Background: an optimization exercise with open tools, aiming at small area and a short achievable clock period. Do not read the settings as production practice. Function was checked by simulation only, so behaviour that the tests miss may differ from the original.

## v6
## LDL_crc32_dn_check
module LDL_crc32_dn_check #(parameter NUM = 16)(
  input  [8*NUM -1:0]        data,  
  input  [$clog2(NUM) -1:0]  bnum,  
  input         valid,
  input         eof  ,
  output reg    err  ,
  input         rst_n,
  input         clk
);
Settings: LEC_CHECK=0, ABC_CLOCK_PERIOD_IN_PS=1500, CAP_MARGIN=20, CORE_MARGIN=2, CORE_UTILIZATION=50, SLEW_MARGIN=20, SYNTH_HIERARCHICAL=1, SYNTH_MINIMUM_KEEP_SIZE=0; clock period 24.0 ns.
standard.sh (not shown) runs the stock make flow with config.mk's settings and CLKGATE_MAP_FILE= SYNTH_SCRIPT=/design/flow/synth_recipe.tcl, a recipe that flattens the netlist after the stock synthesis.
==> flow/flow/run.sh <==
#!/bin/bash
set -euo pipefail
export BUFFER_PORTS_ARGS="-buffer_cell sky130_fd_sc_hd__buf_1"
bash standard.sh SETUP_SLACK_MARGIN=14 finish > make_finish.log 2>&1
v6 has completed all stages; timing, DRC and antenna checks passed.
diff inputs: v6 => v7
==> flow/flow/run.sh <==
#!/bin/bash
set -euo pipefail
export BUFFER_PORTS_ARGS="-buffer_cell sky130_fd_sc_hd__buf_1"
bash standard.sh SETUP_SLACK_MARGIN=15 finish > make_finish.log 2>&1
Notes after the runs:
| fraction of final layout cells sized beyond drive strength 1 | v7 vs v6 | 20 points higher |
The setup slack of v7 is larger than that of v6.
v7 vs. v6: non-clock buffer total of the final layout climbed 47; final standard cell utilization of the core climbed 14 points.


run A:
Another version of the RTL of LDL_crc32_dn_check (not shown whole).
Size in the first run: about 1,200 cells after synthesis, ~33 flip-flops, about 140 I/O pins, ~9700 µm² of cells after synthesis.
Settings: LEC_CHECK=0, ABC_CLOCK_PERIOD_IN_PS=1500, CAP_MARGIN=20, CORE_MARGIN=2, CORE_UTILIZATION=55, CTS_BUF_LIST=sky130_fd_sc_hd__clkbuf_4 sky130_fd_sc_hd__clkbuf_8, PLACE_DENSITY=0.75, SLEW_MARGIN=20, SYNTH_HIERARCHICAL=1, SYNTH_MINIMUM_KEEP_SIZE=0; clock period 24.0 ns.
==> flow/flow/run.sh <==
#!/bin/bash
# Layout: the standard ORFS flow (standard.sh) with the standard synthesis, and these
# changes to how the rest of the layout is made:
#  - port buffers are sky130_fd_sc_hd__buf_1 cells (buffer_ports -buffer_cell) instead of
#    the delay-buffer cells buffer_ports picks by default;
#  - after synthesis, the delay cells (clkdlybuf4s*, dlygate*, dlymetal*) join the
#    platform's DONT_USE_CELLS, so placement and repair do not use them;
set -euo pipefail
bash standard.sh synth > make_synth.log 2>&1
export BUFFER_PORTS_ARGS="-buffer_cell sky130_fd_sc_hd__buf_1"
DU="sky130_fd_sc_hd__probe_p_8 sky130_fd_sc_hd__probec_p_8 sky130_fd_sc_hd__lpflow_bleeder_1 sky130_fd_sc_hd__lpflow_clkbufkapwr_1 sky130_fd_sc_hd__lpflow_clkbufkapwr_16 sky130_fd_sc_hd__lpflow_clkbufkapwr_2 sky130_fd_sc_hd__lpflow_clkbufkapwr_4 sky130_fd_sc_hd__lpflow_clkbufkapwr_8 sky130_fd_sc_hd__lpflow_clkinvkapwr_1 sky130_fd_sc_hd__lpflow_clkinvkapwr_16 sky130_fd_sc_hd__lpflow_clkinvkapwr_2 sky130_fd_sc_hd__lpflow_clkinvkapwr_4 sky130_fd_sc_hd__lpflow_clkinvkapwr_8 sky130_fd_sc_hd__lpflow_decapkapwr_12 sky130_fd_sc_hd__lpflow_decapkapwr_3 sky130_fd_sc_hd__lpflow_decapkapwr_4 sky130_fd_sc_hd__lpflow_decapkapwr_6 sky130_fd_sc_hd__lpflow_decapkapwr_8 sky130_fd_sc_hd__lpflow_inputiso0n_1 sky130_fd_sc_hd__lpflow_inputiso0p_1 sky130_fd_sc_hd__lpflow_inputiso1n_1 sky130_fd_sc_hd__lpflow_inputiso1p_1 sky130_fd_sc_hd__lpflow_inputisolatch_1 sky130_fd_sc_hd__lpflow_isobufsrc_1 sky130_fd_sc_hd__lpflow_isobufsrc_16 sky130_fd_sc_hd__lpflow_isobufsrc_2 sky130_fd_sc_hd__lpflow_isobufsrc_4 sky130_fd_sc_hd__lpflow_isobufsrc_8 sky130_fd_sc_hd__lpflow_isobufsrckapwr_16 sky130_fd_sc_hd__lpflow_lsbuf_lh_hl_isowell_tap_1 sky130_fd_sc_hd__lpflow_lsbuf_lh_hl_isowell_tap_2 sky130_fd_sc_hd__lpflow_lsbuf_lh_hl_isowell_tap_4 sky130_fd_sc_hd__lpflow_lsbuf_lh_isowell_4 sky130_fd_sc_hd__lpflow_lsbuf_lh_isowell_tap_1 sky130_fd_sc_hd__lpflow_lsbuf_lh_isowell_tap_2 sky130_fd_sc_hd__lpflow_lsbuf_lh_isowell_tap_4"
DU="$DU sky130_fd_sc_hd__clkdlybuf4s15_1 sky130_fd_sc_hd__clkdlybuf4s15_2 sky130_fd_sc_hd__clkdlybuf4s18_1 sky130_fd_sc_hd__clkdlybuf4s18_2 sky130_fd_sc_hd__clkdlybuf4s25_1 sky130_fd_sc_hd__clkdlybuf4s25_2 sky130_fd_sc_hd__clkdlybuf4s50_1 sky130_fd_sc_hd__clkdlybuf4s50_2 sky130_fd_sc_hd__dlygate4sd1_1 sky130_fd_sc_hd__dlygate4sd2_1 sky130_fd_sc_hd__dlygate4sd3_1 sky130_fd_sc_hd__dlymetal6s2s_1 sky130_fd_sc_hd__dlymetal6s4s_1 sky130_fd_sc_hd__dlymetal6s6s_1"
bash standard.sh "DONT_USE_CELLS=$DU" SETUP_SLACK_MARGIN=14 finish > make_finish.log 2>&1
Edits applied to the flow inputs when going from run A to run B:
# run A
export LEC_CHECK = 0
export ABC_CLOCK_PERIOD_IN_PS = 1500
export CAP_MARGIN = 20
export CORE_MARGIN = 2
export CORE_UTILIZATION = 55
export CTS_BUF_LIST = sky130_fd_sc_hd__clkbuf_4 sky130_fd_sc_hd__clkbuf_8
export PLACE_DENSITY = 0.75
export SLEW_MARGIN = 20
export SYNTH_HIERARCHICAL = 1
export SYNTH_MINIMUM_KEEP_SIZE = 0
create_clock -name core_clock -period 24.0 [get_ports {clk}]
# run B
export LEC_CHECK = 0
export ABC_CLOCK_PERIOD_IN_PS = 1500
export CAP_MARGIN = 20
export CORE_MARGIN = 2
export CORE_UTILIZATION = 50
export PLACE_DENSITY = 0.75
export SLEW_MARGIN = 20
export SYNTH_HIERARCHICAL = 1
export SYNTH_MINIMUM_KEEP_SIZE = 0
create_clock -name core_clock -period 24.0 [get_ports {clk}]
==> run summary <==
- Compare run A and run B | post-CTS setup-driven buffer insertion count higher: run A
- met2 wire length went up by a little under 10% going from run A to run B.
- Run B against run A: final cycle utilization of the critical path now sits higher, aggregate negative setup slack did not really move.


== alpha ==
Starting RTL as in the previous note.
clock: 24.0 ns
lec_check: 0
abc_clock_period_in_ps: 1500
cap_margin: 20
core_margin: 2
core_utilization: 50
cts_buf_list: sky130_fd_sc_hd__clkbuf_4 sky130_fd_sc_hd__clkbuf_8
place_density: 0.75
slew_margin: 20
synth_hierarchical: 1
synth_minimum_keep_size: 0
Scripts as last shown in full above: flow/flow/run.sh
alpha completed end to end with timing, DRC and antenna clean.
#### Input delta (beta over alpha)
# alpha
export LEC_CHECK = 0
export ABC_CLOCK_PERIOD_IN_PS = 1500
export CAP_MARGIN = 20
export CORE_MARGIN = 2
export CORE_UTILIZATION = 50
export CTS_BUF_LIST = sky130_fd_sc_hd__clkbuf_4 sky130_fd_sc_hd__clkbuf_8
export PLACE_DENSITY = 0.75
export SLEW_MARGIN = 20
export SYNTH_HIERARCHICAL = 1
export SYNTH_MINIMUM_KEEP_SIZE = 0
create_clock -name core_clock -period 24.0 [get_ports {clk}]
# beta
export LEC_CHECK = 0
export ABC_CLOCK_PERIOD_IN_PS = 1500
export CAP_MARGIN = 20
export CORE_MARGIN = 2
export CORE_UTILIZATION = 50
export CTS_BUF_LIST = sky130_fd_sc_hd__clkbuf_4 sky130_fd_sc_hd__clkbuf_8
export GPL_ROUTABILITY_DRIVEN = 0
export PLACE_DENSITY = 0.75
export SLEW_MARGIN = 20
export SYNTH_HIERARCHICAL = 1
export SYNTH_MINIMUM_KEEP_SIZE = 0
create_clock -name core_clock -period 24.0 [get_ports {clk}]
[summary]
[compare] base=alpha new=beta: post-route minimum period shrank by 0.093 ns; met2 routing resource usage after global routing down 16 points.
Taking beta over alpha, the sum of routed wire length over all layers ratio works out to 0.847.
On least setup slack across all paths after layout: between beta and alpha, it ends up lower for alpha.


job 6718:
Another version of the RTL of LDL_crc32_dn_check (not shown whole).
For scale: ~1100 cells after synthesis, about 33 flip-flops.
clock: 24.0 ns
lec_check: 0
abc_clock_period_in_ps: 1500
cap_margin: 20
core_margin: 2
core_utilization: 50
cts_buf_list: sky130_fd_sc_hd__clkbuf_4
cts_cluster_diameter: 150
cts_cluster_size: 30
gpl_routability_driven: 0
place_density: 0.75
slew_margin: 20
synth_hierarchical: 1
synth_minimum_keep_size: 0
Scripts as last shown in full above: flow/flow/run.sh
Job 6718 finished every stage and its layout cleared the timing, design-rule and antenna checks.
Here is what was changed in the inputs of job 4194 compared with job 6718.
-- flow/flow/run.sh --
<<< job 6718, line 13
bash standard.sh "DONT_USE_CELLS=$DU" SETUP_SLACK_MARGIN=14 finish > make_finish.log 2>&1
>>> job 4194, line 13
bash standard.sh "DONT_USE_CELLS=$DU" SETUP_SLACK_MARGIN=14.5 finish > make_finish.log 2>&1
-- flow/config.mk --
<<< job 6718, line 12
export CTS_BUF_LIST = sky130_fd_sc_hd__clkbuf_4
export CTS_CLUSTER_DIAMETER = 150
export CTS_CLUSTER_SIZE = 30
>>> job 4194, line 12
export CTS_BUF_LIST = sky130_fd_sc_hd__clkbuf_4 sky130_fd_sc_hd__clkbuf_8
Notes after the runs:
Changes observed in job 4194 relative to job 6718: sequential share of layout area decreased 0.31 points; final critical path time including I/O delays and setup fell by 0.38 ns; worst slew margin relative to its limit went up by 4.4 points; worst hold path cell count has remained practically unchanged. Worst-case setup margin in the final layout for job 4194 is higher than for job 6718. Compared with job 6718, average vias per placed instance in job 4194 increased by a few percent. For job 6718 and job 4194, there was not a single run that failed to finish clean.
Input changes introduced in job 3802 (baseline for comparison: job 4194):
-- flow/flow/run.sh --
<<< job 4194, line 13
bash standard.sh "DONT_USE_CELLS=$DU" SETUP_SLACK_MARGIN=14.5 finish > make_finish.log 2>&1
>>> job 3802, line 13
bash standard.sh "DONT_USE_CELLS=$DU" SETUP_SLACK_MARGIN=14 finish > make_finish.log 2>&1
-- flow/config.mk --
<<< job 4194, line 14
export PLACE_DENSITY = 0.75
>>> job 3802, line 14
export PLACE_DENSITY = 0.9
--- outcome ---
Layout filler cell count | job 3802 below job 4194. Route | job 3802 vs job 4194 | wire longer in job 3802. Summary — final cell count, job 3802 relative to job 4194: lower, by about 1.1%. Per the comparison of job 3802 with job 4194, total placed instance area barely changed; multi-input combinational area share climbed 0.26 points. Relative to job 4194, the cell area of job 3802 is lower by 4.2%. Count of endpoints failing hold in the final timing report: job 4194 vs job 3802 — no meaningful difference. Job 4194 → job 3802: routed length per instance climbed about 8%; via count climbed 588.
diff inputs: job 3802 => job 3730
-- flow/config.mk --
<<< job 3802, line 14
export PLACE_DENSITY = 0.9
>>> job 3730, line 14
export GPL_TIMING_DRIVEN = 0
export PLACE_DENSITY = 0.75
- As far as multi-input logic cell count goes, job 3802 and job 3730 are indistinguishable; the numbers are identical.
- Worst slew margin relative to its limit: job 3730 worse than job 3802
- There was hardly any difference in worst hold slack between job 3802 and job 3730.
- Taking job 3802 as the reference, in job 3730 wire length reported by the detailed router decreased by about 13% relative to the old numbers, final instance area increased 0.47%, via density per instance fell by 0.60, wire length of the first global-routing pass went down.
Setup changes, job 3730 to job 4626
-- flow/config.mk --
<<< job 3730, line 11
export CORE_UTILIZATION = 50
>>> job 4626, line 11
export CORE_UTILIZATION = 60
<<< job 3730, line 14
export GPL_TIMING_DRIVEN = 0
export PLACE_DENSITY = 0.75
>>> job 4626, line 14
export PLACE_DENSITY = 0.8
### Flow results
- A cell with the largest stage delay on the worst path of sky130_fd_sc_hd__a31oi_2 is what job 3730 shows, while sky130_fd_sc_hd__o41ai_4 belongs to job 4626.
- The total iterations of the first detailed-routing run in job 4626 was higher than what job 3730 gave.
- Summary: with job 3730 as the reference, number of DRC markers after the initial detailed-route iteration in job 4626 moved up by more than 10%.
- The run with more setup slack is job 3730; job 4626 has less.
- Job 3730 -> job 4626: upper clock frequency limit decreased slightly
- The worst hold slack of job 4626 and that of job 3730 are within noise of each other.
Modified inputs, job 3657 compared to job 4626
-- flow/config.mk --
<<< job 4626, line 11
export CORE_UTILIZATION = 60
>>> job 3657, line 11
export CORE_UTILIZATION = 50
<<< job 4626, line 14
export PLACE_DENSITY = 0.8
>>> job 3657, line 14
export PLACE_DENSITY = 0.75
<<< job 4626, line 18
>>> job 3657, line 18
export TNS_END_PERCENT = 20
==> run summary <==
~same final area in job 3657 and job 4626.

## afterwards: timing with drivers on the ports
Ports are ideal in the flow. The routed layouts listed here were re-timed in OpenROAD. Step 1 sets driving cells, clkbuf_16 on the clock port and buf_2 on the other inputs (assumed; they add their load-dependent delay and slew). Step 2 times the ports against the registers' clock, not the clock port: input delays grow and output delays shrink by t, the midpoint of the rising clock arrivals with the driver on. Slacks: ideal ports / drivers / drivers and shift; pairs: ideal ports / drivers.
| run | t (ns) | setup slack, ns | clock arrival spread, ns | worst register clock-pin slew, ns |
|---|---|---|---|---|
| v6 | 0.312 | 13.994 / 13.991 / 13.679 | 0.004 / 0.004 | 0.06 / 0.06 |
| v7 | 0.314 | 14.809 / 14.812 / 14.498 | 0.004 / 0.004 | 0.06 / 0.06 |
| run A | 0.325 | 14.016 / 14.021 / 13.696 | 0.006 / 0.006 | 0.07 / 0.07 |
| run B | 0.310 | 13.899 / 13.908 / 13.598 | 0.008 / 0.008 | 0.06 / 0.06 |
| alpha | 0.320 | 13.910 / 13.917 / 13.597 | 0.012 / 0.012 | 0.07 / 0.07 |
| beta | 0.312 | 14.003 / 14.006 / 13.694 | 0.002 / 0.001 | 0.07 / 0.07 |
| job 6718 | 0.368 | 14.038 / 14.041 / 13.673 | 0.007 / 0.008 | 0.09 / 0.09 |
| job 4194 | 0.312 | 14.413 / 14.418 / 14.106 | 0.005 / 0.004 | 0.06 / 0.06 |
| job 3802 | 0.330 | 13.821 / 13.829 / 13.500 | 0.010 / 0.009 | 0.08 / 0.08 |
| job 3730 | 0.321 | 14.049 / 14.060 / 13.740 | 0.009 / 0.009 | 0.07 / 0.07 |
| job 4626 | 0.321 | 14.017 / 14.030 / 13.709 | 0.005 / 0.004 | 0.07 / 0.07 |
| job 3657 | 0.310 | 14.097 / 14.101 / 13.791 | 0.007 / 0.007 | 0.06 / 0.06 |
After both steps every run listed still meets setup and hold. For job 6718, which loses most, drivers alone change the setup slack by +0.003 ns; drivers and shift together by -0.365 ns.
